Source: an optimization exercise on an open RTL-to-GDS flow (aim: small area and a short achievable clock period). Production flows keep margins and buffers that such runs may drop.
Function was checked by simulation only, so behaviour that the tests miss may differ from the original.
The clock port is modelled as an ideal driver, which makes a skipped or thinned clock tree look cheaper than it is; a real chip needs a root buffer or a tree.
No activity file was given, so power comes from the tool's default toggle rates.

## v6
// uart
module uart
#(
    parameter   COUNTER_WIDTH   = 15,
    parameter   DATA_WIDTH      = 16,
    parameter   RX_BUF_SIZE     = 64,
    parameter   TX_BUF_SIZE     = 64,
    parameter   RX_CONFIG_INIT  = {   1'b0, 
                                            2'b00,    
                                            4'd8,
                                            2'b00,      
                                            1'b0,       
                                            15'd2604 },
    parameter   TX_CONFIG_INIT  = {   1'b0, 
                                            2'b00,    
                                            4'd8,
                                            2'b00,      
                                            1'b0,       
                                            15'd2604 },
    parameter   LATENCY         = 0
)
(
    input   wire                        clk,
    input   wire                        ce,
  ...
Size: about 5800 cells after synthesis, roughly 2400 flip-flops, ~74 I/O pins, about 0.090 mm^2 of cells after synthesis.
clock: 8.0 ns
lec_check: 0
cap_margin: 20
core_margin: 2
core_utilization: 45
slew_margin: 20
standard.sh (not shown) runs the stock make flow with config.mk's settings and CLKGATE_MAP_FILE= SYNTH_SCRIPT=/design/flow/synth_recipe.tcl, a recipe that flattens the netlist after the stock synthesis.
==> flow/flow/run.sh <==
#!/bin/bash
# Layout flow: the standard flow (standard.sh), with the clock tree built
# by flow/mycts.tcl in place of TritonCTS. mycts.tcl is sourced by ORFS's
# cts.tcl through the PRE_CTS_TCL hook; it replaces only the clock tree
# construction (clock port -> 4 region roots -> leaf buffers -> registers),
# and cts.tcl then legalises and repairs timing as usual.
# Timing repair aims for 5.3 ns of setup slack at the 8 ns clock.
set -e
here=$(pwd)
export SETUP_SLACK_MARGIN=5.3
export PRE_CTS_TCL=$here/flow/mycts.tcl
export MYCTS_CLOCK_PORT=clk
export MYCTS_NROOT=4
export MYCTS_LEAF_MAX=${MYCTS_LEAF_MAX:-24}
export MYCTS_LEAF_CELL=${MYCTS_LEAF_CELL:-sky130_fd_sc_hd__clkbuf_16}
export MYCTS_NMID=${MYCTS_NMID:-4}
bash standard.sh finish > $here/standard_flow.log 2>&1
Other scripts of this flow, unchanged in this note and not shown: flow/flow/mycts.tcl
v6 was carried through to the last stage, and its layout satisfied the timing, design-rule and antenna checks.
Setup changes, v6 to v7
-- flow/flow/run.sh --
<<< v6, line 7
# Timing repair aims for 5.3 ns of setup slack at the 8 ns clock.
>>> v7, line 7
# Timing repair aims for 5.4 ns of setup slack at the 8 ns clock.
<<< v6, line 10
export SETUP_SLACK_MARGIN=5.3
>>> v7, line 10
export SETUP_SLACK_MARGIN=5.4
--- outcome ---
- v6 -> v7: cell area after placement flat
- Diff v6 -> v7: sum of routed wire segments on met1 +480 um, first-pass GRT wire length shows no meaningful change, total wire length shows an increase of about 1.2%, placer congestion estimate now larger.
- Diff v6 -> v7: clock network power barely changed, cell count climbed about 0.8%, final setup slack of the worst path climbed 0.0064 ns, synthesis-to-finish area growth climbed 1.6 points, clock skew dropped 0.0078 ns.
No run of this note takes its clock network from TritonCTS; it comes from the design's own scripts or RTL.

* * *

## west
Another version of the RTL of uart (not shown whole).
For scale: about 2,400 flip-flops, roughly 74 I/O pins.
// uart
module uart
#(
    parameter   COUNTER_WIDTH   = 15,
    parameter   DATA_WIDTH      = 16,
    parameter   RX_BUF_SIZE     = 64,
    parameter   TX_BUF_SIZE     = 64,
    parameter   RX_CONFIG_INIT  = {   1'b0, 
                                            2'b00,    
                                            4'd8,
                                            2'b00,      
                                            1'b0,       
                                            15'd2604 },
    parameter   TX_CONFIG_INIT  = {   1'b0, 
                                            2'b00,    
                                            4'd8,
                                            2'b00,      
                                            1'b0,       
                                            15'd2604 },
    parameter   LATENCY         = 0
)
(
    input   wire                        clk,
    input   wire                        ce,
    input   wire                        rst,
    input   wire                        rx_pin,
    output  wire                        tx_pin,
    output  wire    [DATA_WIDTH - 1:0]  rx_data,
    input   wire                        rx_read,
    output  wire                        rx_empty,
    output  wire                        rx_almost_empty,
    output  wire                        rx_full,
    output  wire                        rx_almost_full,
    input   wire    [DATA_WIDTH - 1:0]  tx_data,
    input   wire                        tx_write,
    output  wire                        tx_empty,
    output  wire                        tx_almost_empty,
    output  wire                        tx_full,
    output  wire                        tx_almost_full,
    input   wire [25-1:0] config_value,
    input   wire                        tx_config_valid,
    input   wire                        rx_config_valid
);
==> flow/config.mk <==
export PLATFORM = sky130hd
export DESIGN_NAME = uart
export DESIGN_NICKNAME = uart
export VERILOG_FILES = /design/flow/design.v
export SDC_FILE = /design/flow/constraint.sdc
export NUM_CORES = 4
export LEC_CHECK = 0
export CAP_MARGIN = 20
export CORE_MARGIN = 2
export CORE_UTILIZATION = 45
export SLEW_MARGIN = 20
==> flow/constraint.sdc <==
create_clock -name core_clock -period 8.0 [get_ports {clk}]
set_input_delay 1.6000 -clock core_clock [delete_from_list [all_inputs] [get_ports {clk}]]
set_output_delay 1.6000 -clock core_clock [all_outputs]
set_load 0.01 [all_outputs]
==> flow/flow/run.sh <==
#!/bin/bash
# Layout flow: the standard flow (standard.sh), with the clock tree built
# by flow/mycts.tcl in place of TritonCTS. mycts.tcl is sourced by ORFS's
# cts.tcl through the PRE_CTS_TCL hook; it replaces only the clock tree
# construction (clock port -> 4 region roots -> leaf buffers -> registers),
# and cts.tcl then legalises and repairs timing as usual.
# Timing repair aims for 5.1 ns of setup slack at the 8 ns clock.
set -e
here=$(pwd)
export SETUP_SLACK_MARGIN=5.1
export PRE_CTS_TCL=$here/flow/mycts.tcl
export MYCTS_CLOCK_PORT=clk
export MYCTS_NROOT=4
export MYCTS_LEAF_MAX=${MYCTS_LEAF_MAX:-24}
export MYCTS_LEAF_CELL=${MYCTS_LEAF_CELL:-sky130_fd_sc_hd__clkbuf_16}
export MYCTS_NMID=${MYCTS_NMID:-4}
bash standard.sh finish > $here/standard_flow.log 2>&1
Other scripts of this flow, unchanged in this note and not shown: flow/flow/mycts.tcl
Here is what was changed in the inputs of south compared with west.
Settings: SETUP_SLACK_MARGIN now 5, previously not set.
diff --git a/flow/flow/run.sh b/flow/flow/run.sh
--- a/flow/flow/run.sh
+++ b/flow/flow/run.sh
@@ -6,6 +6,4 @@
 # and cts.tcl then legalises and repairs timing as usual.
-# Timing repair aims for 5.1 ns of setup slack at the 8 ns clock.
 set -e
 here=$(pwd)
-export SETUP_SLACK_MARGIN=5.1
 export PRE_CTS_TCL=$here/flow/mycts.tcl
==> run notes <==
- In the tables for south and west, endpoint arrival time on the critical path reads lower with west.
- south does better than west on maximum clock skew at final layout.
- Slew at the pin with the worst max-slew slack sits higher in south than in west.
- Looking at south and west, the average cell area after synthesis is a wash.
- In terms of post-placement cell count, south and west differ only marginally.
- south vs. west: portion of total power attributed to the clock network about even; cell area reported after detailed placement about even; post-route clock period utilization rose 1.1 points; timing-limited maximum frequency fell 2.9%.
- Combined buffer and inverter count along the critical path is higher on west
- Global-route wire length before repair: south vs west down 1.4%
No run of this note takes its clock network from TritonCTS; it comes from the design's own scripts or RTL.

afterwards: timing with drivers on the ports:
How much do the figures lean on ideal ports? The routed layouts below were timed once more, with nothing changed but the port constraints. Step 1 assumes that a clkbuf_16 drives the clock port and a buf_2 every other input. Step 2, shift: input delay + t, output delay - t, t = (earliest + latest rising clock arrival at the registers) / 2. This alone moves slack from input paths to output paths. Three values: no drivers, after step 1, after step 2; two values: the first two.
run	shift t [ns]	slack for setup (ns)	latest minus earliest clock arrival (ns)
v6	0.784	5.193 / 5.106 / 4.600	0.050 / 0.050
v7	0.782	5.199 / 5.000 / 4.680	0.042 / 0.042
west	0.770	5.042 / 4.869 / 4.390	0.050 / 0.051
south	0.772	4.953 / 4.856 / 4.422	0.033 / 0.033
After both steps every run listed still meets setup and hold. The setup slack of west, which loses most, moves by -0.173 ns with the drivers and by -0.652 ns with both steps.
